This design comes from an exercise in tuning for small area and a short achievable clock period on the open sky130 flow, not from production work.
In this exercise RTL edits were held to simulation tests only and were not proved equivalent to the original.

==> flow/design.v, too long to show whole: its modules and the start of the top module <==
// module fpu_tree: 2801 lines
// module fpu_cpa: 673 lines
// module fpu_fa: 4 lines
// module fpu_hai: 4 lines
// module FPU_Main: 285 lines
// module fpu_mux31: 3 lines
// module fpu_mux8: 3 lines
module FPU_Main (
    input clk,
    input [31:0] A,
    input [31:0] B,
    input [1:0] S,
    output [31:0] O
);
  // ...
==> flow/flow/run.sh <==
#!/bin/bash
set -euo pipefail
bash standard.sh synth > synth.log 2>&1
bash standard.sh SETUP_SLACK_MARGIN=17 finish > layout.log 2>&1
==> flow/standard.sh <==
#!/bin/bash
# synth_recipe.tcl (not shown) runs the flow's synth.tcl, then flattens the netlist and writes it again
# the make line also repeats each setting of config.mk as NAME=value (left out here)
make -C /OpenROAD-flow-scripts/flow DESIGN_CONFIG=/design/flow/config.mk WORK_HOME=/design/flow/orfs CLKGATE_MAP_FILE= SYNTH_SCRIPT=/design/flow/synth_recipe.tcl "${@:-finish}"
==> flow/config.mk <==
export PLATFORM = sky130hd
export DESIGN_NAME = FPU_Main
export DESIGN_NICKNAME = FPU_Main
export VERILOG_FILES = /design/flow/design.v
export SDC_FILE = /design/flow/constraint.sdc
export NUM_CORES = 8
export LEC_CHECK = 0
export ABC_AREA = 1
export CAP_MARGIN = 20
export CORE_MARGIN = 2
export CORE_UTILIZATION = 40
export SLEW_MARGIN = 20
export SYNTH_HIERARCHICAL = 1
export SYNTH_MINIMUM_KEEP_SIZE = 0
==> flow/constraint.sdc <==
create_clock -name core_clock -period 25.0 [get_ports {clk}]
set_input_delay 5.0000 -clock core_clock [delete_from_list [all_inputs] [get_ports {clk}]]
set_output_delay 5.0000 -clock core_clock [all_outputs]
set_load 0.01 [all_outputs]
==> results.py, run 1 <==
metrics = {
    "yosys": {
        "netlist_area_sq_um": 28600,
        "yosysWarningCount": 7,
        "post-synth-top-area-cell": "sky130_fd_sc_hd__fa_1",
        "most_frequent_cell_after_synthesis": "sky130_fd_sc_hd__nand2_1",
        "seq_area_frac_synth": 0.144,
    },
    "grt": {
        "maximum_number_of_pins_on_one_net_before_global_route_repair": 51,
        "grt_util_met1": 0.361,
        "global_route.usage.met3": 0.0518,
    },
    "clocking": {
        "cts.path.max_buffers": 2,
        "cts_htree_levels": 4,
        "clk_transition_reported_paths_ns": 0.08,
        "cts_repair_resize_count": 26,
    },
    "setup_path": {
        "cp_data_required_time_ns": 25.34,
        "critPathKind": "flip-flop to flip-flop",
        "r2r-start": "t[3]$_DFF_P_",
        "crit_path_max_incr_delay_ns": 0.67,
    },
    "final_layout": {
        "registers_with_the_highest_flip_flop_counts": "A_r (32), B_r (32), t (32)",
        "layout.cells.non_filler": 4426,
        "bufAreaShareNonClock": 0.0601,
        "num-multi-input-gates": 2723,
        "fill_cells": 7094,
    },
    "floorplan": {
        "floorplan.die.width_um": 272,
        "floorplan.initialDensity": 0.402,
    },
    "timing": {
        "slew_headroom": 0.357,
        "final-max-slew-violation-count": 0,
        "fin_hold_ws_ns": 0.547,
    },
    "outcome": {
        "status": "finished clean",
    },
    "drt": {
        "dr.first_iter.drc_count": 2319,
    },
    "min_path": {
        "hold_depth": 0,
        "hold_end": "nn$_DFFE_PP_",
    },
}
==> module fpu_cpa, before the edit <==
module fpu_cpa (input [48:0] a, input [48:0] b, output [48:0] p);
    wire g1664;
    wire p1665;
    wire g1666;
    wire p1667;
    wire g1668;
    wire p1669;
    wire g1670;
    wire p1671;
    wire g1672;
    wire p1673;
    wire g1674;
    wire p1675;
    wire g1676;
    wire p1677;
    wire g1678;
    wire p1679;
    wire g1680;
    wire p1681;
    wire g1682;
    wire p1683;
    wire g1684;
    wire p1685;
    wire g1686;
    wire p1687;
    wire g1688;
    wire p1689;
    wire g1690;
    wire p1691;
    wire g1692;
    wire p1693;
    wire g1694;
    wire p1695;
    wire g1696;
    wire p1697;
    wire g1698;
    wire p1699;
    wire g1700;
    wire p1701;
    wire g1702;
    wire p1703;
    wire g1704;
    wire p1705;
    wire g1706;
    wire p1707;
    wire g1708;
    wire p1709;
    wire g1710;
    wire p1711;
    wire g1712;
    wire p1713;
    wire g1714;
    wire p1715;
    wire g1716;
    wire p1717;
    wire g1718;
    wire p1719;
    wire g1720;
    wire p1721;
    wire g1722;
    wire p1723;
    wire g1724;
    wire p1725;
    wire g1726;
    wire p1727;
    wire g1728;
    wire p1729;
    wire g1730;
    wire p1731;
    wire g1732;
    wire p1733;
    wire g1734;
    wire p1735;
    wire g1736;
    wire p1737;
    wire g1738;
    wire p1739;
    wire g1740;
    wire p1741;
    wire g1742;
    wire p1743;
    wire g1744;
    wire p1745;
    wire g1746;
    wire p1747;
    wire g1748;
    wire p1749;
    wire g1750;
    wire p1751;
    wire g1752;
    wire p1753;
    wire g1754;
    wire p1755;
    wire g1756;
    wire p1757;
    wire g1758;
    wire p1759;
    wire g1760;
    wire p1761;
    wire g1762;
    wire G1763;
    wire G1764;
    wire P1765;
    wire G1766;
    wire P1767;
    wire G1768;
    wire P1769;
    wire G1770;
    wire P1771;
    wire G1772;
    wire P1773;
    wire G1774;
    wire P1775;
    wire G1776;
    wire P1777;
    wire G1778;
    wire P1779;
    wire G1780;
    wire P1781;
    wire G1782;
    wire P1783;
    wire G1784;
    wire P1785;
    wire G1786;
    wire P1787;
    wire G1788;
    wire P1789;
    wire G1790;
    wire P1791;
    wire G1792;
    wire P1793;
    wire G1794;
    wire P1795;
    wire G1796;
    wire P1797;
    wire G1798;
    wire P1799;
    wire G1800;
    wire P1801;
    wire G1802;
    wire P1803;
    wire G1804;
    wire P1805;
    wire G1806;
    wire P1807;
    wire G1808;
    wire P1809;
    wire G1810;
    wire G1811;
    wire G1812;
    wire P1813;
    wire G1814;
    wire P1815;
    wire G1816;
    wire P1817;
    wire G1818;
    wire P1819;
    wire G1820;
    wire P1821;
    wire G1822;
    wire P1823;
    wire G1824;
    wire P1825;
    wire G1826;
    wire P1827;
    wire G1828;
    wire P1829;
    wire G1830;
    wire P1831;
    wire G1832;
    wire P1833;
    wire G1834;
    wire P1835;
    wire G1836;
    wire P1837;
    wire G1838;
    wire P1839;
    wire G1840;
    wire P1841;
    wire G1842;
    wire P1843;
    wire G1844;
    wire P1845;
    wire G1846;
    wire P1847;
    wire G1848;
    wire P1849;
    wire G1850;
    wire P1851;
    wire G1852;
    wire P1853;
    wire G1854;
    wire P1855;
    wire G1856;
    wire G1857;
    wire G1858;
    wire G1859;
    wire G1860;
    wire P1861;
    wire G1862;
    wire P1863;
    wire G1864;
    wire P1865;
    wire G1866;
    wire P1867;
    wire G1868;
    wire P1869;
    wire G1870;
    wire P1871;
    wire G1872;
    wire P1873;
    wire G1874;
    wire P1875;
    wire G1876;
    wire P1877;
    wire G1878;
    wire P1879;
    wire G1880;
    wire P1881;
    wire G1882;
    wire P1883;
    wire G1884;
    wire P1885;
    wire G1886;
    wire P1887;
    wire G1888;
    wire P1889;
    wire G1890;
    wire P1891;
    wire G1892;
    wire P1893;
    wire G1894;
    wire P1895;
    wire G1896;
    wire P1897;
    wire G1898;
    wire P1899;
    wire G1900;
    wire G1901;
    wire G1902;
    wire G1903;
    wire G1904;
    wire G1905;
    wire G1906;
    wire G1907;
    wire G1908;
    wire P1909;
    wire G1910;
    wire P1911;
    wire G1912;
    wire P1913;
    wire G1914;
    wire P1915;
    wire G1916;
    wire P1917;
    wire G1918;
    wire P1919;
    wire G1920;
    wire P1921;
    wire G1922;
    wire P1923;
    wire G1924;
    wire P1925;
    wire G1926;
    wire P1927;
    wire G1928;
    wire P1929;
    wire G1930;
    wire P1931;
    wire G1932;
    wire P1933;
    wire G1934;
    wire P1935;
    wire G1936;
    wire P1937;
    wire G1938;
    wire P1939;
    wire G1940;
    wire G1941;
    wire G1942;
    wire G1943;
    wire G1944;
    wire G1945;
    wire G1946;
    wire G1947;
    wire G1948;
    wire G1949;
    wire G1950;
    wire G1951;
    wire G1952;
    wire G1953;
    wire G1954;
    wire G1955;
    wire G1956;
    wire P1957;
    wire G1958;
    wire G1959;
    wire G1960;
    wire G1961;
    wire G1962;
    wire G1963;
    wire G1964;
    wire G1965;
    wire G1966;
    wire G1967;
    wire G1968;
    wire G1969;
    wire G1970;
    wire G1971;
    wire G1972;
    wire G1973;
    wire G1974;
    assign g1664 = a[0] & b[0];
    assign p1665 = a[0] ^ b[0];
    assign g1666 = a[1] & b[1];
    assign p1667 = a[1] ^ b[1];
    assign g1668 = a[2] & b[2];
    assign p1669 = a[2] ^ b[2];
    assign g1670 = a[3] & b[3];
    assign p1671 = a[3] ^ b[3];
    assign g1672 = a[4] & b[4];
    assign p1673 = a[4] ^ b[4];
    assign g1674 = a[5] & b[5];
    assign p1675 = a[5] ^ b[5];
    assign g1676 = a[6] & b[6];
    assign p1677 = a[6] ^ b[6];
    assign g1678 = a[7] & b[7];
    assign p1679 = a[7] ^ b[7];
    assign g1680 = a[8] & b[8];
    assign p1681 = a[8] ^ b[8];
    assign g1682 = a[9] & b[9];
    assign p1683 = a[9] ^ b[9];
    assign g1684 = a[10] & b[10];
    assign p1685 = a[10] ^ b[10];
    assign g1686 = a[11] & b[11];
    assign p1687 = a[11] ^ b[11];
    assign g1688 = a[12] & b[12];
    assign p1689 = a[12] ^ b[12];
    assign g1690 = a[13] & b[13];
    assign p1691 = a[13] ^ b[13];
    assign g1692 = a[14] & b[14];
    assign p1693 = a[14] ^ b[14];
    assign g1694 = a[15] & b[15];
    assign p1695 = a[15] ^ b[15];
    assign g1696 = a[16] & b[16];
    assign p1697 = a[16] ^ b[16];
    assign g1698 = a[17] & b[17];
    assign p1699 = a[17] ^ b[17];
    assign g1700 = a[18] & b[18];
    assign p1701 = a[18] ^ b[18];
    assign g1702 = a[19] & b[19];
    assign p1703 = a[19] ^ b[19];
    assign g1704 = a[20] & b[20];
    assign p1705 = a[20] ^ b[20];
    assign g1706 = a[21] & b[21];
    assign p1707 = a[21] ^ b[21];
    assign g1708 = a[22] & b[22];
    assign p1709 = a[22] ^ b[22];
    assign g1710 = a[23] & b[23];
    assign p1711 = a[23] ^ b[23];
    assign g1712 = a[24] & b[24];
    assign p1713 = a[24] ^ b[24];
    assign g1714 = a[25] & b[25];
    assign p1715 = a[25] ^ b[25];
    assign g1716 = a[26] & b[26];
    assign p1717 = a[26] ^ b[26];
    assign g1718 = a[27] & b[27];
    assign p1719 = a[27] ^ b[27];
    assign g1720 = a[28] & b[28];
    assign p1721 = a[28] ^ b[28];
    assign g1722 = a[29] & b[29];
    assign p1723 = a[29] ^ b[29];
    assign g1724 = a[30] & b[30];
    assign p1725 = a[30] ^ b[30];
    assign g1726 = a[31] & b[31];
    assign p1727 = a[31] ^ b[31];
    assign g1728 = a[32] & b[32];
    assign p1729 = a[32] ^ b[32];
    assign g1730 = a[33] & b[33];
    assign p1731 = a[33] ^ b[33];
    assign g1732 = a[34] & b[34];
    assign p1733 = a[34] ^ b[34];
    assign g1734 = a[35] & b[35];
    assign p1735 = a[35] ^ b[35];
    assign g1736 = a[36] & b[36];
    assign p1737 = a[36] ^ b[36];
    assign g1738 = a[37] & b[37];
    assign p1739 = a[37] ^ b[37];
    assign g1740 = a[38] & b[38];
    assign p1741 = a[38] ^ b[38];
    assign g1742 = a[39] & b[39];
    assign p1743 = a[39] ^ b[39];
    assign g1744 = a[40] & b[40];
    assign p1745 = a[40] ^ b[40];
    assign g1746 = a[41] & b[41];
    assign p1747 = a[41] ^ b[41];
    assign g1748 = a[42] & b[42];
    assign p1749 = a[42] ^ b[42];
    assign g1750 = a[43] & b[43];
    assign p1751 = a[43] ^ b[43];
    assign g1752 = a[44] & b[44];
    assign p1753 = a[44] ^ b[44];
    assign g1754 = a[45] & b[45];
    assign p1755 = a[45] ^ b[45];
    assign g1756 = a[46] & b[46];
    assign p1757 = a[46] ^ b[46];
    assign g1758 = a[47] & b[47];
    assign p1759 = a[47] ^ b[47];
    assign g1760 = a[48] & b[48];
    assign p1761 = a[48] ^ b[48];
    assign g1762 = g1664 | p1665;
    assign G1763 = g1666 | (p1667 & g1762);
    assign G1764 = g1670 | (p1671 & g1668);
    assign P1765 = p1671 & p1669;
    assign G1766 = g1674 | (p1675 & g1672);
    assign P1767 = p1675 & p1673;
    assign G1768 = g1678 | (p1679 & g1676);
    assign P1769 = p1679 & p1677;
    assign G1770 = g1682 | (p1683 & g1680);
    assign P1771 = p1683 & p1681;
    assign G1772 = g1686 | (p1687 & g1684);
    assign P1773 = p1687 & p1685;
    assign G1774 = g1690 | (p1691 & g1688);
    assign P1775 = p1691 & p1689;
    assign G1776 = g1694 | (p1695 & g1692);
    assign P1777 = p1695 & p1693;
    assign G1778 = g1698 | (p1699 & g1696);
    assign P1779 = p1699 & p1697;
    assign G1780 = g1702 | (p1703 & g1700);
    assign P1781 = p1703 & p1701;
    assign G1782 = g1706 | (p1707 & g1704);
    assign P1783 = p1707 & p1705;
    assign G1784 = g1710 | (p1711 & g1708);
    assign P1785 = p1711 & p1709;
    assign G1786 = g1714 | (p1715 & g1712);
    assign P1787 = p1715 & p1713;
    assign G1788 = g1718 | (p1719 & g1716);
    assign P1789 = p1719 & p1717;
    assign G1790 = g1722 | (p1723 & g1720);
    assign P1791 = p1723 & p1721;
    assign G1792 = g1726 | (p1727 & g1724);
    assign P1793 = p1727 & p1725;
    assign G1794 = g1730 | (p1731 & g1728);
    assign P1795 = p1731 & p1729;
    assign G1796 = g1734 | (p1735 & g1732);
    assign P1797 = p1735 & p1733;
    assign G1798 = g1738 | (p1739 & g1736);
    assign P1799 = p1739 & p1737;
    assign G1800 = g1742 | (p1743 & g1740);
    assign P1801 = p1743 & p1741;
    assign G1802 = g1746 | (p1747 & g1744);
    assign P1803 = p1747 & p1745;
    assign G1804 = g1750 | (p1751 & g1748);
    assign P1805 = p1751 & p1749;
    assign G1806 = g1754 | (p1755 & g1752);
    assign P1807 = p1755 & p1753;
    assign G1808 = g1758 | (p1759 & g1756);
    assign P1809 = p1759 & p1757;
    assign G1810 = g1668 | (p1669 & G1763);
    assign G1811 = G1764 | (P1765 & G1763);
    assign G1812 = g1676 | (p1677 & G1766);
    assign P1813 = p1677 & P1767;
    assign G1814 = G1768 | (P1769 & G1766);
    assign P1815 = P1769 & P1767;
    assign G1816 = g1684 | (p1685 & G1770);
    assign P1817 = p1685 & P1771;
    assign G1818 = G1772 | (P1773 & G1770);
    assign P1819 = P1773 & P1771;
    assign G1820 = g1692 | (p1693 & G1774);
    assign P1821 = p1693 & P1775;
    assign G1822 = G1776 | (P1777 & G1774);
    assign P1823 = P1777 & P1775;
    assign G1824 = g1700 | (p1701 & G1778);
    assign P1825 = p1701 & P1779;
    assign G1826 = G1780 | (P1781 & G1778);
    assign P1827 = P1781 & P1779;
    assign G1828 = g1708 | (p1709 & G1782);
    assign P1829 = p1709 & P1783;
    assign G1830 = G1784 | (P1785 & G1782);
    assign P1831 = P1785 & P1783;
    assign G1832 = g1716 | (p1717 & G1786);
    assign P1833 = p1717 & P1787;
    assign G1834 = G1788 | (P1789 & G1786);
    assign P1835 = P1789 & P1787;
    assign G1836 = g1724 | (p1725 & G1790);
    assign P1837 = p1725 & P1791;
    assign G1838 = G1792 | (P1793 & G1790);
    assign P1839 = P1793 & P1791;
    assign G1840 = g1732 | (p1733 & G1794);
    assign P1841 = p1733 & P1795;
    assign G1842 = G1796 | (P1797 & G1794);
    assign P1843 = P1797 & P1795;
    assign G1844 = g1740 | (p1741 & G1798);
    assign P1845 = p1741 & P1799;
    assign G1846 = G1800 | (P1801 & G1798);
    assign P1847 = P1801 & P1799;
    assign G1848 = g1748 | (p1749 & G1802);
    assign P1849 = p1749 & P1803;
    assign G1850 = G1804 | (P1805 & G1802);
    assign P1851 = P1805 & P1803;
    assign G1852 = g1756 | (p1757 & G1806);
    assign P1853 = p1757 & P1807;
    assign G1854 = G1808 | (P1809 & G1806);
    assign P1855 = P1809 & P1807;
    assign G1856 = g1672 | (p1673 & G1811);
    assign G1857 = G1766 | (P1767 & G1811);
    assign G1858 = G1812 | (P1813 & G1811);
    assign G1859 = G1814 | (P1815 & G1811);
    assign G1860 = g1688 | (p1689 & G1818);
    assign P1861 = p1689 & P1819;
    assign G1862 = G1774 | (P1775 & G1818);
    assign P1863 = P1775 & P1819;
    assign G1864 = G1820 | (P1821 & G1818);
    assign P1865 = P1821 & P1819;
    assign G1866 = G1822 | (P1823 & G1818);
    assign P1867 = P1823 & P1819;
    assign G1868 = g1704 | (p1705 & G1826);
    assign P1869 = p1705 & P1827;
    assign G1870 = G1782 | (P1783 & G1826);
    assign P1871 = P1783 & P1827;
    assign G1872 = G1828 | (P1829 & G1826);
    assign P1873 = P1829 & P1827;
    assign G1874 = G1830 | (P1831 & G1826);
    assign P1875 = P1831 & P1827;
    assign G1876 = g1720 | (p1721 & G1834);
    assign P1877 = p1721 & P1835;
    assign G1878 = G1790 | (P1791 & G1834);
    assign P1879 = P1791 & P1835;
    assign G1880 = G1836 | (P1837 & G1834);
    assign P1881 = P1837 & P1835;
    assign G1882 = G1838 | (P1839 & G1834);
    assign P1883 = P1839 & P1835;
    assign G1884 = g1736 | (p1737 & G1842);
    assign P1885 = p1737 & P1843;
    assign G1886 = G1798 | (P1799 & G1842);
    assign P1887 = P1799 & P1843;
    assign G1888 = G1844 | (P1845 & G1842);
    assign P1889 = P1845 & P1843;
    assign G1890 = G1846 | (P1847 & G1842);
    assign P1891 = P1847 & P1843;
    assign G1892 = g1752 | (p1753 & G1850);
    assign P1893 = p1753 & P1851;
    assign G1894 = G1806 | (P1807 & G1850);
    assign P1895 = P1807 & P1851;
    assign G1896 = G1852 | (P1853 & G1850);
    assign P1897 = P1853 & P1851;
    assign G1898 = G1854 | (P1855 & G1850);
    assign P1899 = P1855 & P1851;
    assign G1900 = g1680 | (p1681 & G1859);
    assign G1901 = G1770 | (P1771 & G1859);
    assign G1902 = G1816 | (P1817 & G1859);
    assign G1903 = G1818 | (P1819 & G1859);
    assign G1904 = G1860 | (P1861 & G1859);
    assign G1905 = G1862 | (P1863 & G1859);
    assign G1906 = G1864 | (P1865 & G1859);
    assign G1907 = G1866 | (P1867 & G1859);
    assign G1908 = g1712 | (p1713 & G1874);
    assign P1909 = p1713 & P1875;
    assign G1910 = G1786 | (P1787 & G1874);
    assign P1911 = P1787 & P1875;
    assign G1912 = G1832 | (P1833 & G1874);
    assign P1913 = P1833 & P1875;
    assign G1914 = G1834 | (P1835 & G1874);
    assign P1915 = P1835 & P1875;
    assign G1916 = G1876 | (P1877 & G1874);
    assign P1917 = P1877 & P1875;
    assign G1918 = G1878 | (P1879 & G1874);
    assign P1919 = P1879 & P1875;
    assign G1920 = G1880 | (P1881 & G1874);
    assign P1921 = P1881 & P1875;
    assign G1922 = G1882 | (P1883 & G1874);
    assign P1923 = P1883 & P1875;
    assign G1924 = g1744 | (p1745 & G1890);
    assign P1925 = p1745 & P1891;
    assign G1926 = G1802 | (P1803 & G1890);
    assign P1927 = P1803 & P1891;
    assign G1928 = G1848 | (P1849 & G1890);
    assign P1929 = P1849 & P1891;
    assign G1930 = G1850 | (P1851 & G1890);
    assign P1931 = P1851 & P1891;
    assign G1932 = G1892 | (P1893 & G1890);
    assign P1933 = P1893 & P1891;
    assign G1934 = G1894 | (P1895 & G1890);
    assign P1935 = P1895 & P1891;
    assign G1936 = G1896 | (P1897 & G1890);
    assign P1937 = P1897 & P1891;
    assign G1938 = G1898 | (P1899 & G1890);
    assign P1939 = P1899 & P1891;
    assign G1940 = g1696 | (p1697 & G1907);
    assign G1941 = G1778 | (P1779 & G1907);
    assign G1942 = G1824 | (P1825 & G1907);
    assign G1943 = G1826 | (P1827 & G1907);
    assign G1944 = G1868 | (P1869 & G1907);
    assign G1945 = G1870 | (P1871 & G1907);
    assign G1946 = G1872 | (P1873 & G1907);
    assign G1947 = G1874 | (P1875 & G1907);
    assign G1948 = G1908 | (P1909 & G1907);
    assign G1949 = G1910 | (P1911 & G1907);
    assign G1950 = G1912 | (P1913 & G1907);
    assign G1951 = G1914 | (P1915 & G1907);
    assign G1952 = G1916 | (P1917 & G1907);
    assign G1953 = G1918 | (P1919 & G1907);
    assign G1954 = G1920 | (P1921 & G1907);
    assign G1955 = G1922 | (P1923 & G1907);
    assign G1956 = g1760 | (p1761 & G1938);
    assign P1957 = p1761 & P1939;
    assign G1958 = g1728 | (p1729 & G1955);
    assign G1959 = G1794 | (P1795 & G1955);
    assign G1960 = G1840 | (P1841 & G1955);
    assign G1961 = G1842 | (P1843 & G1955);
    assign G1962 = G1884 | (P1885 & G1955);
    assign G1963 = G1886 | (P1887 & G1955);
    assign G1964 = G1888 | (P1889 & G1955);
    assign G1965 = G1890 | (P1891 & G1955);
    assign G1966 = G1924 | (P1925 & G1955);
    assign G1967 = G1926 | (P1927 & G1955);
    assign G1968 = G1928 | (P1929 & G1955);
    assign G1969 = G1930 | (P1931 & G1955);
    assign G1970 = G1932 | (P1933 & G1955);
    assign G1971 = G1934 | (P1935 & G1955);
    assign G1972 = G1936 | (P1937 & G1955);
    assign G1973 = G1938 | (P1939 & G1955);
    assign G1974 = G1956 | (P1957 & G1955);
    assign p[0] = p1665;
    assign p[1] = ~(p1667 ^ g1762);
    assign p[2] = ~(p1669 ^ G1763);
    assign p[3] = ~(p1671 ^ G1810);
    assign p[4] = ~(p1673 ^ G1811);
    assign p[5] = ~(p1675 ^ G1856);
    assign p[6] = ~(p1677 ^ G1857);
    assign p[7] = ~(p1679 ^ G1858);
    assign p[8] = ~(p1681 ^ G1859);
    assign p[9] = ~(p1683 ^ G1900);
    assign p[10] = ~(p1685 ^ G1901);
    assign p[11] = ~(p1687 ^ G1902);
    assign p[12] = ~(p1689 ^ G1903);
    assign p[13] = ~(p1691 ^ G1904);
    assign p[14] = ~(p1693 ^ G1905);
    assign p[15] = ~(p1695 ^ G1906);
    assign p[16] = ~(p1697 ^ G1907);
    assign p[17] = ~(p1699 ^ G1940);
    assign p[18] = ~(p1701 ^ G1941);
    assign p[19] = ~(p1703 ^ G1942);
    assign p[20] = ~(p1705 ^ G1943);
    assign p[21] = ~(p1707 ^ G1944);
    assign p[22] = ~(p1709 ^ G1945);
    assign p[23] = ~(p1711 ^ G1946);
    assign p[24] = ~(p1713 ^ G1947);
    assign p[25] = ~(p1715 ^ G1948);
    assign p[26] = ~(p1717 ^ G1949);
    assign p[27] = ~(p1719 ^ G1950);
    assign p[28] = ~(p1721 ^ G1951);
    assign p[29] = ~(p1723 ^ G1952);
    assign p[30] = ~(p1725 ^ G1953);
    assign p[31] = ~(p1727 ^ G1954);
    assign p[32] = ~(p1729 ^ G1955);
    assign p[33] = ~(p1731 ^ G1958);
    assign p[34] = ~(p1733 ^ G1959);
    assign p[35] = ~(p1735 ^ G1960);
    assign p[36] = ~(p1737 ^ G1961);
    assign p[37] = ~(p1739 ^ G1962);
    assign p[38] = ~(p1741 ^ G1963);
    assign p[39] = ~(p1743 ^ G1964);
    assign p[40] = ~(p1745 ^ G1965);
    assign p[41] = ~(p1747 ^ G1966);
    assign p[42] = ~(p1749 ^ G1967);
    assign p[43] = ~(p1751 ^ G1968);
    assign p[44] = ~(p1753 ^ G1969);
    assign p[45] = ~(p1755 ^ G1970);
    assign p[46] = ~(p1757 ^ G1971);
    assign p[47] = ~(p1759 ^ G1972);
    assign p[48] = ~(p1761 ^ G1973);
endmodule
==> module FPU_Main, before the edit <==
module FPU_Main (
    input clk,
    input [31:0] A,
    input [31:0] B,
    input [1:0] S,
    output [31:0] O
);
    localparam [1:0] OP_ADD = 2'd0, OP_SQRT = 2'd1, OP_MUL = 2'd2, OP_DIV = 2'd3;
    localparam [31:0] C_GUESS_M = 32'h3ff0f0f1;   
    localparam [31:0] C_GUESS_A = 32'h4034b4b5;   
    localparam [31:0] C_TWO     = 32'h40000000;
    localparam [31:0] C_X0      = 32'h3f5a827a;   
    localparam [31:0] C_R0      = 32'h3f95f61a;   
    localparam [31:0] C_SQ2     = 32'h3fb504f3;
    reg [31:0] A_r, B_r, t;         
    reg [22:0] y;
    reg        ye0;
    reg [1:0]  S_r;
    reg [4:0]  step;
    reg [1:0]  chg;                 
    reg        nn;                  
    reg [4:0]  sa;                  
    reg        sv;                  
    assign O = t;
    wire sq = (S_r == OP_SQRT);
    wire restart = |chg;
    wire       pos = (A_r[30:23] >= 8'd127);
    wire       sq_rem = ~A_r[23];
    wire [8:0] dab = {1'b0, A_r[30:23]} - {1'b0, B_r[30:23]};
    wire [8:0] dba = {1'b0, B_r[30:23]} - {1'b0, A_r[30:23]};
    wire       abig = ~dab[8];                       
    wire [7:0] de = abig ? dab[7:0] : dba[7:0];
    wire       de0 = (de == 8'd0);
    wire       sub0 = A_r[31] ^ B_r[31];
    reg  [4:0] lz;                                   
    integer k;
    always @* begin
        lz = 5'd24;
        for (k = 0; k < 23; k = k + 1)
            if (t[k]) lz = 5'd23 - k[4:0];
    end
    wire [4:0] nstep = restart ? 5'd0 : (step == 5'd31) ? 5'd31 : step + 5'd1;
    localparam [4:0] O_NONE = 5'd0,
        O_DP_C1 = 5'd1,    
        O_C2_T  = 5'd2,    
        O_DP_Y  = 5'd3,    
        O_TWO_T = 5'd4,    
        O_DPT_C1 = 5'd5,   
        O_T_Y_T = 5'd6,    
        O_RC_N  = 5'd7,    
        O_R0_AP = 5'd8,    
        O_X0_T  = 5'd9,    
        O_X_T   = 5'd10,   
        O_X_C3E = 5'd11,   
        O_T_C3  = 5'd12,   
        O_B_A   = 5'd13,   
        O_FIX   = 5'd14,   
        O_ALN   = 5'd15,   
        O_ADD   = 5'd16,   
        O_SHN   = 5'd17,   
        O_NRM   = 5'd18,   
        O_IDT   = 5'd19;   
    reg [3:0] j;
    reg       inner;
    reg [4:0] op;
    always @* begin
        inner = 1'b0; j = 4'd0;
        if (S_r == OP_DIV) begin
            inner = (nstep < 5'd12); j = nstep[3:0];
        end else if (nstep >= 5'd2 && nstep < 5'd14) begin
            inner = 1'b1; j = nstep[3:0] - 4'd2;
        end else if (nstep >= 5'd15 && nstep < 5'd27) begin
            inner = 1'b1; j = nstep[3:0] - 4'd15;
        end
        op = O_IDT;
        if ((S_r == OP_DIV || S_r == OP_SQRT) && inner) begin
            case (j)
                4'd0: op = sq ? O_DPT_C1 : O_DP_C1;
                4'd1: op = O_C2_T;
                4'd2, 4'd5, 4'd8: op = O_DP_Y;
                4'd3, 4'd6, 4'd9: op = O_TWO_T;
                4'd4, 4'd7, 4'd10: op = O_T_Y_T;
                4'd11: op = O_RC_N;
                default: ;
            endcase
        end else if (S_r == OP_SQRT) begin
            case (nstep)
                5'd0: op = O_R0_AP;
                5'd1: op = O_X0_T;
                5'd14, 5'd27: op = O_X_T;
                5'd28: op = O_X_C3E;
                5'd29: op = sq_rem ? O_T_C3 : O_IDT;
                default: ;
            endcase
        end else if (S_r == OP_DIV) begin
            if (nstep == 5'd12) op = O_FIX;
        end else if (S_r == OP_ADD) begin
            case (nstep)
                5'd0: op = O_ALN;
                5'd1: op = O_ADD;
                5'd2: op = O_SHN;
                5'd3: op = nn ? O_NRM : O_IDT;
                default: ;
            endcase
        end else begin
            if (nstep == 5'd0) op = O_B_A;
        end
    end
    wire n_x_br = (op == O_X_T) || (op == O_B_A) ||
                  ((op == O_ALN) && abig) || ((op == O_ADD) && !abig);
    wire n_x_ar = ((op == O_ALN) && !abig) || ((op == O_ADD) && abig);
    wire n_x_dp = (op == O_DP_C1) || (op == O_DP_Y);
    wire n_x_t  = (op == O_T_Y_T) || (op == O_T_C3) || (op == O_IDT) || (op == O_X_C3E) || (op == O_FIX);
    wire n_x_dpt = (op == O_DPT_C1);
    wire n_x_rc = (op == O_RC_N);
    wire n_x_tr = (op == O_NRM) || (op == O_SHN);
    wire n_x_r0 = (op == O_R0_AP);
    wire n_x_c2 = (op == O_C2_T);
    wire n_x_two = (op == O_TWO_T);
    wire n_x_x0 = (op == O_X0_T);
    wire n_y_c1 = (op == O_DP_C1) || (op == O_DPT_C1);
    wire n_y_y  = (op == O_T_Y_T);
    wire n_y_t  = (op == O_DP_Y);
    wire n_y_a  = (op == O_B_A);
    wire n_y_ap = (op == O_RC_N) || (op == O_R0_AP);
    wire n_y_c3e = (op == O_X_C3E);
    wire n_y_c3 = (op == O_T_C3);
    wire n_y_one = (op == O_ADD) || (op == O_SHN) || (op == O_IDT);
    wire n_y_qtr = (op == O_C2_T) || (op == O_TWO_T);
    wire n_y_half = (op == O_X0_T) || (op == O_X_T);
    wire n_y_sh = (op == O_ALN) || (op == O_NRM);
    reg e1t, e1b, e2y, e2nb, e2a, e2x, e2s;   
    reg [7:0] kr;
    reg xst, xsb, xsa, yst, ysa;
    reg sxb, sxt, sxa, syy, sya, shen, hy_r, hx_r;
    reg kx_a, kx_b, kx_c, kx_d, kx_e, kx_f, kx_g;    
    reg ky_p, ky_q, ky_r;                            
    reg a_dv, a_sq, a_s0, a_ref_x;
    reg w_mul, w_sqa, w_dva, w_s0a, w_raw, w_nrm;
    reg we_y, we_x, syt;
    reg        c_shn;                                 
    wire [4:0] n_sa = (op == O_ALN) ? 5'd23 - de[4:0] : c_shn ? lz : sa;
    wire       n_sv = (op == O_ALN) ? (de < 8'd24) : c_shn ? 1'b1 : sv;
    always @(posedge clk) begin
        step <= nstep;
        e1t <= (op == O_DP_Y) || (op == O_T_Y_T) || (op == O_RC_N) || (op == O_X_C3E) || (op == O_T_C3) ||
               (op == O_SHN) || (op == O_NRM) || (op == O_IDT) || (op == O_FIX);
        e1b <= (op == O_X_T) || (op == O_B_A) || ((op == O_ADD) && !abig);
        e2nb <= (op == O_RC_N);
        e2a <= (op == O_B_A) || (op == O_FIX) || ((op == O_ADD) && abig);
        e2x <= (op == O_X_C3E);
        e2s <= (op == O_NRM);
        case (op)
            O_DP_C1, O_DPT_C1, O_C2_T, O_TWO_T, O_R0_AP, O_RC_N: kr <= 8'd126;
            O_DP_Y, O_X_T: kr <= 8'd255;
            O_T_Y_T:        kr <= 8'd255;    
            O_B_A:          kr <= 8'd129;
            O_X0_T:         kr <= 8'd125;
            O_X_C3E:        kr <= {7'b1100000, pos & A_r[23]};
            O_FIX:          kr <= 8'd130;
            O_NRM:          kr <= 8'd1;
            default:        kr <= 8'd0;
        endcase
        xst <= (op == O_T_Y_T) || (op == O_X_C3E) || (op == O_T_C3) || (op == O_SHN) || (op == O_NRM) ||
               (op == O_IDT) || (op == O_FIX);
        xsb <= (op == O_RC_N) || (op == O_X_T) || (op == O_B_A) || ((op == O_ADD) && !abig);
        xsa <= (op == O_ADD) && abig;
        e2y <= (op == O_T_Y_T);
        yst <= (op == O_DP_Y);
        ysa <= (op == O_B_A) || (op == O_FIX);
        sxb <= n_x_br | n_x_dp;
        sxt <= n_x_t | n_x_rc | n_x_tr | n_x_dpt;
        syt <= n_y_t;
        sxa <= n_x_ar;
        syy <= n_y_y;
        sya <= n_y_a | n_y_ap;
        hx_r <= ~n_x_tr;
        sa <= n_sa;
        sv <= n_sv;
        c_shn <= (op == O_SHN);
        shen <= n_y_sh & n_sv;
        hy_r <= ~n_y_sh | ((n_sa == 5'd23) & n_sv);
        kx_a <= n_x_c2;
        kx_b <= n_x_r0 | n_x_x0;
        kx_c <= n_x_r0 | n_x_c2 | n_x_x0;
        kx_d <= n_x_c2 | n_x_x0;
        kx_e <= n_x_x0;
        kx_f <= n_x_r0 | n_x_c2;
        kx_g <= n_x_r0;
        ky_p <= n_y_c1 | n_y_c3e | n_y_c3;
        ky_q <= n_y_c3e | n_y_c3;
        ky_r <= n_y_c1;
        a_dv  <= (op == O_C2_T) || (op == O_TWO_T);
        a_sq  <= (op == O_X0_T) || (op == O_X_T);
        a_ref_x <= (op == O_X_T);
        a_s0  <= (op == O_ADD);
        w_sqa <= (op == O_X0_T) || (op == O_X_T);
        w_dva <= (op == O_C2_T) || (op == O_TWO_T);
        w_s0a <= (op == O_ADD);
        w_raw <= (op == O_ALN) || (op == O_SHN);
        w_nrm <= (op == O_NRM);
        w_mul <= (op == O_DP_C1) || (op == O_DP_Y) || (op == O_DPT_C1) || (op == O_T_Y_T) ||
                 (op == O_RC_N) || (op == O_R0_AP) || (op == O_X_C3E) || (op == O_T_C3) || (op == O_B_A) ||
                 (op == O_IDT) || (op == O_FIX);
        we_y  <= (op == O_DP_Y);
        we_x  <= (op == O_DPT_C1);
    end
    wire kx0 = 1'b0;
    wire [22:0] kxv = {kx_e, kx_a, kx_c, kx_e, kx_f, kx_e, kx_g, kx_c, kx_g, kx_f, kx_f, kx0,
                       kx_f, kx_b, kx0, kx_a, kx_e, kx_d, kx_c, kx_b, kx_a, kx_b, kx_a};
    wire [22:0] kyv = {ky_r, ky_p, ky_p, kx0, ky_q, kx0, ky_q, ky_r, ky_r, ky_r, ky_r, kx0,
                       ky_q, kx0, kx0, ky_p, ky_p, ky_p, ky_p, kx0, kx0, ky_q, ky_p};
    reg  [22:0] oh;                                   
    always @* begin
        for (k = 0; k < 23; k = k + 1)
            oh[k] = shen & (sa == k[4:0]);
    end
    wire [22:0] xm = ({23{sxb}} & B_r[22:0]) | ({23{sxt}} & t[22:0]) | ({23{sxa}} & A_r[22:0]) | kxv;
    wire        hx = hx_r;
    wire [22:0] ym = ({23{syy}} & y[22:0]) | ({23{syt}} & t[22:0]) | ({23{sya}} & A_r[22:0]) | kyv | oh;
    wire        hy = hy_r;
    wire [1:0]  ref2 = a_ref_x ? B_r[24:23] : C_X0[24:23];
    wire [1:0]  dq = t[24:23] - ref2;                
    wire        sh_p1 = a_sq & (dq == 2'd1);
    wire        sh_m1 = (a_sq & (dq == 2'd3)) | (a_dv & t[23]);
    wire        sh_m2 = a_dv & ~t[23];
    wire        sh_0  = (a_sq & (dq == 2'd0)) | a_s0;
    wire [23:0] av = {a_s0 ? de0 : 1'b1, t[22:0]};
    wire [25:0] aal = ({26{sh_p1}} & {1'b0, av, 1'b0}) | ({26{sh_0}} & {2'b00, av})
                    | ({26{sh_m1}} & {3'b000, av[23:1]}) | ({26{sh_m2}} & {4'b0000, av[23:2]});
    wire        asub = a_dv | (a_s0 & sub0);
    wire [25:0] ad = aal ^ {26{asub}};
    wire [48:0] p;
    fpu_tree u_tree (.xv({hx, xm}), .yv({hy, ym}), .ad(ad), .cin(asub), .p(p));
    wire [7:0]  ex1 = ({8{e1t}} & t[30:23]) | ({8{e1b}} & B_r[30:23]);
    wire [7:0]  ex2 = ({8{e2y}} & {7'd0, ye0}) | ({8{e2nb}} & ~B_r[30:23]) | ({8{e2a}} & A_r[30:23])
                    | ({8{e2x}} & {1'b0, A_r[30:24]}) | ({8{e2s}} & {3'b111, ~sa});
    wire [7:0]  es, ec, e0, erc;
    genvar ge;
    generate
        for (ge = 0; ge < 8; ge = ge + 1) begin : g_exp
            fpu_fa u_c (.a(ex1[ge]), .b(ex2[ge]), .ci(kr[ge]), .s(es[ge]), .co(ec[ge]));
            if (ge == 0) begin : g_lsb
                assign e0[0] = es[0];
                assign erc[0] = 1'b0;
            end else begin : g_bit
                fpu_fa u_r (.a(es[ge]), .b(ec[ge-1]), .ci(erc[ge-1]), .s(e0[ge]), .co(erc[ge]));
            end
        end
    endgenerate
    wire        xs = (xst & t[31]) | (xsb & B_r[31]) | (xsa & A_r[31]);
    wire        ys = (yst & t[31]) | (ysa & A_r[31]);
    wire        h = ((w_mul | w_s0a) & p[47]) | (w_sqa & (p[48] | p[47])) | (w_dva & p[45]);
    wire        hs48 = w_sqa & p[48];
    wire        hs47 = (w_mul | w_s0a) | (w_sqa & ~p[48]);
    wire        ls46 = w_mul | w_sqa | w_raw | w_s0a;
    wire [22:0] hi_m = ({23{hs48}} & p[47:25]) | ({23{hs47}} & p[46:24]) | ({23{w_dva}} & p[44:22]);
    wire [22:0] lo_m = ({23{ls46}} & p[45:23]) | ({23{w_dva}} & p[43:21]) | ({23{w_nrm}} & p[22:0]);
    wire [7:0]  e1 = e0 + 8'd1;
    wire [7:0]  e2 = e0 + 8'd2;
    wire [7:0]  hi_e;
    fpu_mux8 u_hie (.s(hs48), .a(e2), .b(e1), .y(hi_e));
    wire [7:0]  lo_e = e0;
    wire        rs = xs ^ ys;
    wire [31:0] res;
    wire [31:0] r_hi = {rs, hi_e, hi_m};
    wire [31:0] r_lo = {rs, lo_e, lo_m};
    assign res[31] = rs;
    fpu_mux31 u_res (.s(h), .a(r_hi[30:0]), .b(r_lo[30:0]), .y(res[30:0]));
    always @(posedge clk) begin
        A_r <= A;
        S_r <= S;
        chg <= {(S != S_r) || (A != A_r), (B != B_r) && !sq};
        if (!sq)
            B_r <= B;
        else if (we_x)
            B_r <= t;
        t <= res;
        if (we_y) begin
            y <= t[22:0];
            ye0 <= t[23];
        end
        if (w_s0a) nn <= ~(p[47] | p[46]);
    end
endmodule
==> inputs of run 2 (changes only) <==
--- a/flow/design.v
+++ b/flow/design.v
@@ -1,9 +1,9 @@
-module fpu_tree (input [23:0] xv, input [23:0] yv, input [25:0] ad, input cin, output [48:0] p);
+module fpu_tree (input [23:0] xv, input [23:0] yv, input [25:0] ad, input cin, output [48:21] p, output [22:0] pl);
     wire pp1;
     wire pp2;
     wire pp3;
     wire pp4;
     wire pp5;
     wire pp6;
     wire pp7;
     wire pp8;
@@ -2792,19 +2792,19 @@
     fpu_fa f502 (.a(pp528), .b(pp551), .ci(pp574), .s(s1652), .co(c1653));
     fpu_fa f503 (.a(c1645), .b(s1652), .ci(c1647), .s(s1654), .co(c1655));
     fpu_fa f504 (.a(an598), .b(s1654), .ci(c1649), .s(s1656), .co(c1657));
     fpu_fa f505 (.a(pp552), .b(pp575), .ci(c1653), .s(s1658), .co(c1659));
     fpu_fa f506 (.a(s1658), .b(an599), .ci(c1655), .s(s1660), .co(c1661));
     fpu_fa f507 (.a(pp576), .b(c1659), .ci(an600), .s(s1662), .co(c1663));
     wire [48:0] r0 = {an602, an601, s1662, s1660, s1656, c1643, c1633, c1621, s1620, s1606, c1573, c1553, c1531, c1507, c1481, c1453, c1423, c1391, c1357, c1321, c1283, c1243, s1242, c1157, c1111, c1065, c1023, c983, c945, c909, c875, c843, c813, c785, c759, c735, c713, c693, c675, s672, s656, s642, s632, s620, s614, s608, pp49, pp2, pp1};
     wire [48:0] r1 = {1'b1, c1663, c1661, c1657, c1651, s1650, s1642, s1632, c1607, c1591, s1590, s1572, s1552, s1530, s1506, s1480, s1452, s1422, s1390, s1356, s1320, s1282, c1201, s1200, s1156, s1110, s1064, s1022, s982, s944, s908, s874, s842, s812, s784, s758, s734, s712, s692, s674, s658, s644, s630, s622, s612, s606, s604, pp25, 1'b1};
-    fpu_cpa u_cpa (.a(r0), .b(r1), .p(p));
+    fpu_cpa u_cpa (.a(r0), .b(r1), .p(p), .pl(pl));
 endmodule
-module fpu_cpa (input [48:0] a, input [48:0] b, output [48:0] p);
+module fpu_cpa (input [48:0] a, input [48:0] b, output [48:21] p, output [22:0] pl);
     wire g1664;
     wire p1665;
     wire g1666;
     wire p1667;
     wire g1668;
     wire p1669;
     wire g1670;
     wire p1671;
@@ -3417,37 +3417,17 @@
     assign G1967 = G1926 | (P1927 & G1955);
     assign G1968 = G1928 | (P1929 & G1955);
     assign G1969 = G1930 | (P1931 & G1955);
     assign G1970 = G1932 | (P1933 & G1955);
     assign G1971 = G1934 | (P1935 & G1955);
     assign G1972 = G1936 | (P1937 & G1955);
     assign G1973 = G1938 | (P1939 & G1955);
     assign G1974 = G1956 | (P1957 & G1955);
-    assign p[0] = p1665;
-    assign p[1] = ~(p1667 ^ g1762);
-    assign p[2] = ~(p1669 ^ G1763);
-    assign p[3] = ~(p1671 ^ G1810);
-    assign p[4] = ~(p1673 ^ G1811);
-    assign p[5] = ~(p1675 ^ G1856);
-    assign p[6] = ~(p1677 ^ G1857);
-    assign p[7] = ~(p1679 ^ G1858);
-    assign p[8] = ~(p1681 ^ G1859);
-    assign p[9] = ~(p1683 ^ G1900);
-    assign p[10] = ~(p1685 ^ G1901);
-    assign p[11] = ~(p1687 ^ G1902);
-    assign p[12] = ~(p1689 ^ G1903);
-    assign p[13] = ~(p1691 ^ G1904);
-    assign p[14] = ~(p1693 ^ G1905);
-    assign p[15] = ~(p1695 ^ G1906);
-    assign p[16] = ~(p1697 ^ G1907);
-    assign p[17] = ~(p1699 ^ G1940);
-    assign p[18] = ~(p1701 ^ G1941);
-    assign p[19] = ~(p1703 ^ G1942);
-    assign p[20] = ~(p1705 ^ G1943);
+    assign pl = {p1709, p1707, p1705, p1703, p1701, p1699, p1697, p1695, p1693, p1691, p1689, p1687, p1685, p1683, p1681, p1679, p1677, p1675, p1673, p1671, p1669, p1667, p1665};
     assign p[21] = ~(p1707 ^ G1944);
     assign p[22] = ~(p1709 ^ G1945);
     assign p[23] = ~(p1711 ^ G1946);
     assign p[24] = ~(p1713 ^ G1947);
     assign p[25] = ~(p1715 ^ G1948);
     assign p[26] = ~(p1717 ^ G1949);
     assign p[27] = ~(p1719 ^ G1950);
     assign p[28] = ~(p1721 ^ G1951);
@@ -3707,18 +3687,19 @@
     wire        sh_m1 = (a_sq & (dq == 2'd3)) | (a_dv & t[23]);
     wire        sh_m2 = a_dv & ~t[23];
     wire        sh_0  = (a_sq & (dq == 2'd0)) | a_s0;
     wire [23:0] av = {a_s0 ? de0 : 1'b1, t[22:0]};
     wire [25:0] aal = ({26{sh_p1}} & {1'b0, av, 1'b0}) | ({26{sh_0}} & {2'b00, av})
                     | ({26{sh_m1}} & {3'b000, av[23:1]}) | ({26{sh_m2}} & {4'b0000, av[23:2]});
     wire        asub = a_dv | (a_s0 & sub0);
     wire [25:0] ad = aal ^ {26{asub}};
-    wire [48:0] p;
-    fpu_tree u_tree (.xv({hx, xm}), .yv({hy, ym}), .ad(ad), .cin(asub), .p(p));
+    wire [48:21] p;
+    wire [22:0] pl;                  
+    fpu_tree u_tree (.xv({hx, xm}), .yv({hy, ym}), .ad(ad), .cin(asub), .p(p), .pl(pl));
     wire [7:0]  ex1 = ({8{e1t}} & t[30:23]) | ({8{e1b}} & B_r[30:23]);
     wire [7:0]  ex2 = ({8{e2y}} & {7'd0, ye0}) | ({8{e2nb}} & ~B_r[30:23]) | ({8{e2a}} & A_r[30:23])
                     | ({8{e2x}} & {1'b0, A_r[30:24]}) | ({8{e2s}} & {3'b111, ~sa});
     wire [7:0]  es, ec, e0, erc;
     genvar ge;
     generate
         for (ge = 0; ge < 8; ge = ge + 1) begin : g_exp
             fpu_fa u_c (.a(ex1[ge]), .b(ex2[ge]), .ci(kr[ge]), .s(es[ge]), .co(ec[ge]));
@@ -3732,17 +3713,17 @@
     endgenerate
     wire        xs = (xst & t[31]) | (xsb & B_r[31]) | (xsa & A_r[31]);
     wire        ys = (yst & t[31]) | (ysa & A_r[31]);
     wire        h = ((w_mul | w_s0a) & p[47]) | (w_sqa & (p[48] | p[47])) | (w_dva & p[45]);
     wire        hs48 = w_sqa & p[48];
     wire        hs47 = (w_mul | w_s0a) | (w_sqa & ~p[48]);
     wire        ls46 = w_mul | w_sqa | w_raw | w_s0a;
     wire [22:0] hi_m = ({23{hs48}} & p[47:25]) | ({23{hs47}} & p[46:24]) | ({23{w_dva}} & p[44:22]);
-    wire [22:0] lo_m = ({23{ls46}} & p[45:23]) | ({23{w_dva}} & p[43:21]) | ({23{w_nrm}} & p[22:0]);
+    wire [22:0] lo_m = ({23{ls46}} & p[45:23]) | ({23{w_dva}} & p[43:21]) | ({23{w_nrm}} & pl);
     wire [7:0]  e1 = e0 + 8'd1;
     wire [7:0]  e2 = e0 + 8'd2;
     wire [7:0]  hi_e;
     fpu_mux8 u_hie (.s(hs48), .a(e2), .b(e1), .y(hi_e));
     wire [7:0]  lo_e = e0;
     wire        rs = xs ^ ys;
     wire [31:0] res;
     wire [31:0] r_hi = {rs, hi_e, hi_m};
==> results.py, run 2 <==
metrics = {
    "outcome": {
        "status": "finished clean",
    },
    "setup_path": {
        "worstSetupStartpointType": "flip-flop",
        "worstSetupStartpoint": "t[17]$_DFF_P_",
        "cp_slowest_cell": "sky130_fd_sc_hd__dfxtp_1",
        "critPathKind": "flip-flop to flip-flop",
        "cp_data_required_time_ns": 25.39,
        "ff2ff_path_depth": 29,
        "crit_path_max_incr_delay_ns": 0.74,
        "worst_path_most_repeated_cell": "sky130_fd_sc_hd__fa_1",
        "critical_path_arrival_ns": 8.12,
        "last_element_of_the_critical_path": "t[10]$_DFF_P_",
        "worstPathMaxFanout": 24,
        "ff2ff_setup_slack_ns": 17.27,
        "timing.critical_path.to_type": "flip-flop",
        "r2r-start": "t[17]$_DFF_P_",
        "worstReg2RegEnd": "t[10]$_DFF_P_",
    },
    "yosys": {
        "netlist_instances": 3366,
        "ys_async_sr_fraction": 0,
        "synth_flop_cell": "sky130_fd_sc_hd__dfxtp_1",
        "most_frequent_cell_after_synthesis": "sky130_fd_sc_hd__nand2_1",
        "synth_area_per_cell_sq_um": 8.38,
        "yosysWarningCount": 7,
        "seq_area_frac_synth": 0.147,
        "synth_cell_types": 63,
        "yosysTopAreaCellShare": 0.372,
        "number_of_flops_mapped_to_enable_cells_by_yosys": 57,
        "netlist_area_sq_um": 28200,
        "netlist_top_cells_count": "1,272 x sky130_fd_sc_hd__nand2_1, 525 x sky130_fd_sc_hd__fa_1, 324 x sky130_fd_sc_hd__inv_1",
        "post-synth-top-area-cell": "sky130_fd_sc_hd__fa_1",
        "synth.top_cells.by_area": "sky130_fd_sc_hd__fa_1 37%, sky130_fd_sc_hd__nand2_1 17%, sky130_fd_sc_hd__dfxtp_1 8.6%",
        "postSynthRegisterBits": 178,
    },
    "grt": {
        "gr-max-usage-layer": "met2",
        "global_route.usage.met3": 0.0457,
        "grt_util_met1": 0.365,
        "antenna_found_initial": 0,
        "maximum_number_of_pins_on_one_net_before_global_route_repair": 53,
        "first_global_vias": 24700,
        "overflow": 0,
        "met2_demand_to_capacity_share_in_global_routing": 0.422,
        "grt_util_all_layers": 0.265,
        "global_route_wire_length_before_repair_um": 147000,
    },
    "timing": {
        "post-route-period-util": 0.309,
        "final-max-slew-violation-count": 0,
        "worst-slew-pin-transition_ns": 0.951,
        "slew_headroom": 0.365,
        "setup_violations": 0,
        "grt_setup_unrepaired": "false",
        "final_period_minus_worst_setup_slack_ns": 7.73,
        "max_freq_mhz": 129,
        "final_hold_fails": 0,
        "finClkSkew_ns": 0.0138,
        "setup-tns-final_ns": 0,
    },
    "drt": {
        "totalWireLength_um": 96300,
        "viasPerCell": 5.53,
        "drc": 0,
        "antenna_left": 0,
        "vias": 24000,
        "post_drt_wl_per_cell_um": 22.2,
        "dr.pass1.iters": 7,
        "dr.first_iter.drc_count": 2484,
    },
    "min_path": {
        "hold_removal_path_class": "flip-flop to flip-flop",
        "hold_depth": 3,
    },
    "floorplan": {
        "die-area_sq_um": 72700,
        "fp.dieH_um": 270,
        "floorplan.die.width_um": 270,
        "fp-row-count": 97,
        "floorplan.initialDensity": 0.404,
        "core_sq_um": 69900,
        "top_level_ports": 99,
    },
    "final_layout": {
        "registers_with_the_highest_flip_flop_counts": "A_r (32), B_r (32), t (32)",
        "layout-area-overhead-vs-synth_pct": 7.34,
        "final_core_util": 0.433,
        "layout.cell_area.non_filler_sq_um": 30300,
        "fill_cells": 6958,
        "antennaDiodeCount": 0,
        "leading_cell_types_in_the_layout_fill_and_taps_excluded": "1,270 x sky130_fd_sc_hd__nand2_1, 525 x sky130_fd_sc_hd__fa_1, 322 x sky130_fd_sc_hd__inv_1",
        "final_layout_size_suffix_gt1_frac": 0.0739,
        "layout.cells.most_common": "sky130_fd_sc_hd__nand2_1",
        "nNetsFinal": 4071,
    },
    "clocking": {
        "cts_buffers": 17,
        "root_buffer": "sky130_fd_sc_hd__clkbuf_16",
        "cts_htree_levels": 4,
        "numClockSinks": 178,
        "cts_tree": "done",
        "clk_latency_ns": 0.45,
        "cts.path.max_buffers": 2,
        "clk_transition_reported_paths_ns": 0.08,
    },
    "placed_design": {
        "place_hpwl_um": 70200,
        "placed_cell_area_sq_um": 29500,
        "routabilityCongestion": 0.965,
        "placement.io_buffers": 98,
    },
    "job": {
        "maxCapViolations": 0,
    },
}
==> run 2: cell count changes in the layout (fill, tap and decap cells not counted), sizes merged, moves of 4 or more <==
cell    change
buf        -14
inv         -4
nor2       -19
clkinv      -4
xnor2      -11
nand3       -7
fa          -5
==> run 2: how the worst min path moves through the flow <==
stage / start / end
3_5_place_dp: xst$_DFF_P_ / t[31]$_DFF_P_
5_1_grt: xsb$_DFF_P_ / t[31]$_DFF_P_
3_3_place_gp: xst$_DFF_P_ / t[31]$_DFF_P_
4_1_cts: xst$_DFF_P_ / t[31]$_DFF_P_
6_report: xst$_DFF_P_ / t[31]$_DFF_P_
2_1_floorplan: a_s0$_DFF_P_ / nn$_DFFE_PP_
==> run 2: cell type report <==
| cell class | instances | area (sq um) | area share |
|---|---|---|---|
| multi-input cells | 2669 | 21400 | 0.708 |
| flip-flops and latches | 178 | 4150 | 0.137 |
| repair buffers | 168 | 1610 | 0.0532 |
| inverters | 348 | 1330 | 0.0438 |
| well taps | 940 | 1180 | 0.0388 |
| clock buffers | 17 | 425 | 0.0140 |
| clock inverters | 15 | 164 | 0.00541 |
| repair inverters | 1 | 7.51 | 0.000248 |
==> run 2: modules after synthesis, one instance, submodules excluded <==
module | cells | flops+latches | area, sq um | times used
fpu_fa | 1 | 0 | 20.0 | 522
fpu_hai | 5 | 0 | 27.5 | 23
fpu_cpa | 400 | 0 | 2280 | 1
fpu_mux8 | 26 | 0 | 105 | 1
FPU_Main | 1503 | 178 | 11000 | 1
fpu_mux31 | 100 | 0 | 383 | 1
fpu_tree | 700 | 0 | 3350 | 1
==> run 2: critical path: cells and delay by family (launching register included) <==
kind,cells,cell delay [ns]
simple gates,13,1.35
fa+ha+maj,9,3.91
buf+inv,5,1.06
flops,1,0.74
compound gates,2,0.59
==> run 2: layer usage <==
layer,up-vias,part of all wire,wire length (um)
li1,10500,-,-
met1,12000,0.41,39800
met2,1309,0.45,43600
met3,212,0.097,9370
met4,0,0.037,3580
met5,-,0,0
==> run 2: cells by family after synthesis <==
group / Yosys count / synth area share
simple gates: 1672 / 0.246
mux: 2 / 0.000709
xor+xnor: 103 / 0.0320
fa+ha+maj: 621 / 0.415
buf+inv: 520 / 0.0990
flops: 178 / 0.147
compound gates: 268 / 0.0607
other cells: 2 / 0.000266
==> run 2: timing repair <==
item	4_1_cts	5_1_grt
hold buffers	0	0
buffers inserted	0	10
gates cloned	1	1
pin swaps	0	0
endpoints found under the setup margin	31	31
gates resized for setup	10	40
==> run 2: stage by stage <==
step,setup WS [ns],hold slack (ns),instances
finish,17.27,0.532,4336
global route,16.98,0.589,4336
CTS,17.01,0.532,4325
detailed placement,16.04,0.522,4292
global placement,16.12,0.525,4292
floorplan,17.14,0.493,3367
==> inputs of run 3 (changes only) <==
==> flow/flow/run.sh (replaced) <==
#!/bin/bash
set -euo pipefail
bash standard.sh synth > synth.log 2>&1
bash standard.sh SETUP_SLACK_MARGIN=17.4 finish > layout.log 2>&1
==> results.py, run 3 <==
metrics = {
    "outcome": {
        "status": "finished clean",
    },
    "floorplan": {
        "fp.dieH_um": 270,
        "floorplan.initialDensity": 0.404,
        "fp-row-count": 97,
        "die-area_sq_um": 72700,
        "top_level_ports": 99,
        "core_sq_um": 69900,
        "floorplan.die.width_um": 270,
    },
    "clocking": {
        "cts.path.max_buffers": 2,
        "clk_transition_reported_paths_ns": 0.07,
        "cts_htree_levels": 4,
        "clk_latency_ns": 0.45,
        "cts_buffers": 17,
        "numClockSinks": 178,
        "root_buffer": "sky130_fd_sc_hd__clkbuf_16",
        "cts_tree": "done",
    },
    "grt": {
        "grt_util_met1": 0.366,
        "global_route.usage.met3": 0.0473,
        "first_global_vias": 24400,
        "overflow": 0,
        "gr-max-usage-layer": "met2",
        "global_route_wire_length_before_repair_um": 148000,
        "maximum_number_of_pins_on_one_net_before_global_route_repair": 53,
        "antenna_found_initial": 3,
        "met2_demand_to_capacity_share_in_global_routing": 0.425,
        "grt_util_all_layers": 0.267,
    },
    "min_path": {
        "hold_removal_path_class": "flip-flop to flip-flop",
        "hp-start": "xst$_DFF_P_",
        "hold_end": "t[31]$_DFF_P_",
        "hold_depth": 3,
    },
    "drt": {
        "viasPerCell": 5.52,
        "totalWireLength_um": 99900,
        "antenna_left": 0,
        "dr.pass1.iters": 6,
        "post_drt_wl_per_cell_um": 22.9,
        "vias": 24100,
        "drc": 0,
        "dr.first_iter.drc_count": 2403,
    },
    "yosys": {
        "yosysTopAreaCellShare": 0.372,
        "netlist_top_cells_count": "1,272 x sky130_fd_sc_hd__nand2_1, 525 x sky130_fd_sc_hd__fa_1, 324 x sky130_fd_sc_hd__inv_1",
        "netlist_instances": 3366,
        "synth.top_cells.by_area": "sky130_fd_sc_hd__fa_1 37%, sky130_fd_sc_hd__nand2_1 17%, sky130_fd_sc_hd__dfxtp_1 8.6%",
        "synth_flop_cell": "sky130_fd_sc_hd__dfxtp_1",
        "synth_cell_types": 63,
        "number_of_flops_mapped_to_enable_cells_by_yosys": 57,
        "seq_area_frac_synth": 0.147,
        "postSynthRegisterBits": 178,
        "post-synth-top-area-cell": "sky130_fd_sc_hd__fa_1",
        "netlist_area_sq_um": 28200,
        "yosysWarningCount": 7,
        "synth_area_per_cell_sq_um": 8.38,
        "ys_async_sr_fraction": 0,
        "most_frequent_cell_after_synthesis": "sky130_fd_sc_hd__nand2_1",
    },
    "final_layout": {
        "nNetsFinal": 4093,
        "leading_cell_types_in_the_layout_fill_and_taps_excluded": "1,268 x sky130_fd_sc_hd__nand2_1, 522 x sky130_fd_sc_hd__fa_1, 322 x sky130_fd_sc_hd__inv_1",
        "registers_with_the_highest_flip_flop_counts": "A_r (32), B_r (32), t (32)",
        "final_layout_size_suffix_gt1_frac": 0.0910,
        "layout.cells.most_common": "sky130_fd_sc_hd__nand2_1",
        "layout-area-overhead-vs-synth_pct": 10.0,
        "layout.cell_area.non_filler_sq_um": 31000,
        "fill_cells": 6914,
    },
    "placed_design": {
        "routabilityCongestion": 0.963,
        "placed_cell_area_sq_um": 29500,
        "placement.io_buffers": 98,
        "place_hpwl_um": 70700,
    },
    "setup_path": {
        "ff2ff_setup_slack_ns": 17.55,
        "crit_path_max_incr_delay_ns": 0.59,
        "worstSetupStartpointType": "flip-flop",
        "timing.critical_path.to_type": "flip-flop",
        "r2r-start": "sa[2]$_DFF_P_",
        "critical_path_arrival_ns": 7.77,
        "worst_path_most_repeated_cell": "sky130_fd_sc_hd__nand2_1",
        "worstReg2RegEnd": "t[19]$_DFF_P_",
        "critPathKind": "flip-flop to flip-flop",
        "ff2ff_path_depth": 34,
        "worstPathMaxFanout": 31,
        "cp_data_required_time_ns": 25.32,
        "cp_slowest_cell": "sky130_fd_sc_hd__fa_1",
    },
    "timing": {
        "worst-slew-pin-transition_ns": 0.998,
        "final_period_minus_worst_setup_slack_ns": 7.45,
        "fin_hold_ws_ns": 0.530,
        "setup-tns-final_ns": 0,
        "finClkSkew_ns": 0.0139,
        "grt_setup_unrepaired": "false",
        "post-route-period-util": 0.298,
        "setup_violations": 0,
        "slew_headroom": 0.334,
        "final-max-slew-violation-count": 0,
        "max_freq_mhz": 134,
        "final_hold_fails": 0,
    },
    "job": {
        "maxCapViolations": 0,
    },
}
[run 3: cell counts after synthesis]
No cell type changed its count.
[run 3: how the worst max path moves through the flow]
stage / to / start / slack [ns] / cells after the start
detailed placement: t[27]$_DFF_P_ / yst$_DFF_P_ / 15.82 / 30
floorplan: t[26]$_DFF_P_ / yst$_DFF_P_ / 17.54 / 32
global route: t[23]$_DFF_P_ / sa[2]$_DFF_P_ / 17.34 / 37
finish: t[19]$_DFF_P_ / sa[2]$_DFF_P_ / 17.55 / 34
CTS: t[19]$_DFF_P_ / sa[1]$_DFF_P_ / 17.40 / 34
global placement: t[30]$_DFF_P_ / yst$_DFF_P_ / 15.95 / 30
[run 3: routing by layer]
metal	share of wire	routed length [um]
met1	0.40	40400
met2	0.45	45400
met3	0.10	10300
met4	0.037	3720
met5	0.000070	7
[run 3: Yosys stat by module, one instance, submodules excluded]
| module | cells inside | copies in the design | area [sq um] |
|---|---|---|---|
| FPU_Main | 1503 | 1 | 11000 |
| fpu_hai | 5 | 23 | 27.5 |
| fpu_tree | 700 | 1 | 3350 |
| fpu_fa | 1 | 522 | 20.0 |
| fpu_mux8 | 26 | 1 | 105 |
| fpu_cpa | 400 | 1 | 2280 |
| fpu_mux31 | 100 | 1 | 383 |
[run 3: area by class of cell]
type / count / area (sq um) / share of cell area
Multi-Input combinational cell: 2669 / 21600 / 0.696
Sequential cell: 178 / 4190 / 0.135
Timing Repair Buffer: 190 / 2130 / 0.0685
Inverter: 348 / 1340 / 0.0431
Tap cell: 940 / 1180 / 0.0379
Clock buffer: 21 / 504 / 0.0162
Clock inverter: 11 / 85.1 / 0.00274
Timing Repair inverter: 1 / 7.51 / 0.000242
Antenna cell: 2 / 5.00 / 0.000161
[run 3: cell families after synthesis]
group	share of synthesized area
and+or+nand+nor	0.246
adders and majority gates	0.415
buffers and inverters	0.0990
AOI/OAI and AO/OA	0.0607
DFF	0.147
xor gates and xnor gates	0.0320
other	0.000266
muxes	0.000709
[run 3: timing repair]
item	4_1_cts	5_1_grt
gates resized for setup	56	91
buffers inserted	3	20
hold buffers	0	0
gates cloned	2	10
setup endpoints to repair	32	31
pin swaps	1	5
[run 3: metrics by stage]
stage                     cells  setup slack (ns)   util
after floorplan            3367             17.54      -
after global placement     4291             15.95  0.421
after detailed placement   4291             15.82  0.421
after CTS                  4328             17.40  0.433
after global routing       4358             17.34  0.444
final                      4360             17.55  0.444
[run 3: critical path, delay by kind of cell (launching register included)]
kind | cells | cell delay [ns]
AO/OA/AOI/OAI | 2 | 0.24
adder cells (fa/ha/maj) | 8 | 3.65
buffers and inverters | 9 | 1.18
flip-flops | 1 | 0.37
AND/OR/NAND/NOR | 15 | 1.87

[what the ideal ports hide]
How much do the figures lean on ideal ports? The routed layouts below were timed once more, with nothing changed but the port constraints. Step 1 (the two cells are an assumption about what drives the block):
set clk [get_ports {clk}]
set_driving_cell -lib_cell sky130_fd_sc_hd__clkbuf_16 $clk
set_driving_cell -lib_cell sky130_fd_sc_hd__buf_2 [delete_from_list [all_inputs] $clk]
Step 2 adds t to the input delays and takes it off the output delays; t is the mean of the earliest and latest rising clock arrival at the registers after step 1. Input paths then give back, and output paths get back, about the clock's delay inside the block. Three values: ideal, step 1, step 2; two values: the first two.
run	t (ns)	setup WS [ns]	hold slack, ns	latest minus earliest clock arrival (ns)	cell pins on the clock port's net
run 1	0.508	17.257 / 17.257 / 17.257	0.547 / 0.547 / 0.547	0.026 / 0.025	1
run 2	0.487	17.270 / 17.270 / 17.270	0.532 / 0.532 / 0.532	0.013 / 0.014	1
run 3	0.488	17.551 / 17.551 / 17.551	0.530 / 0.530 / 0.530	0.014 / 0.014	1
After both steps setup and hold are still met in every run listed.
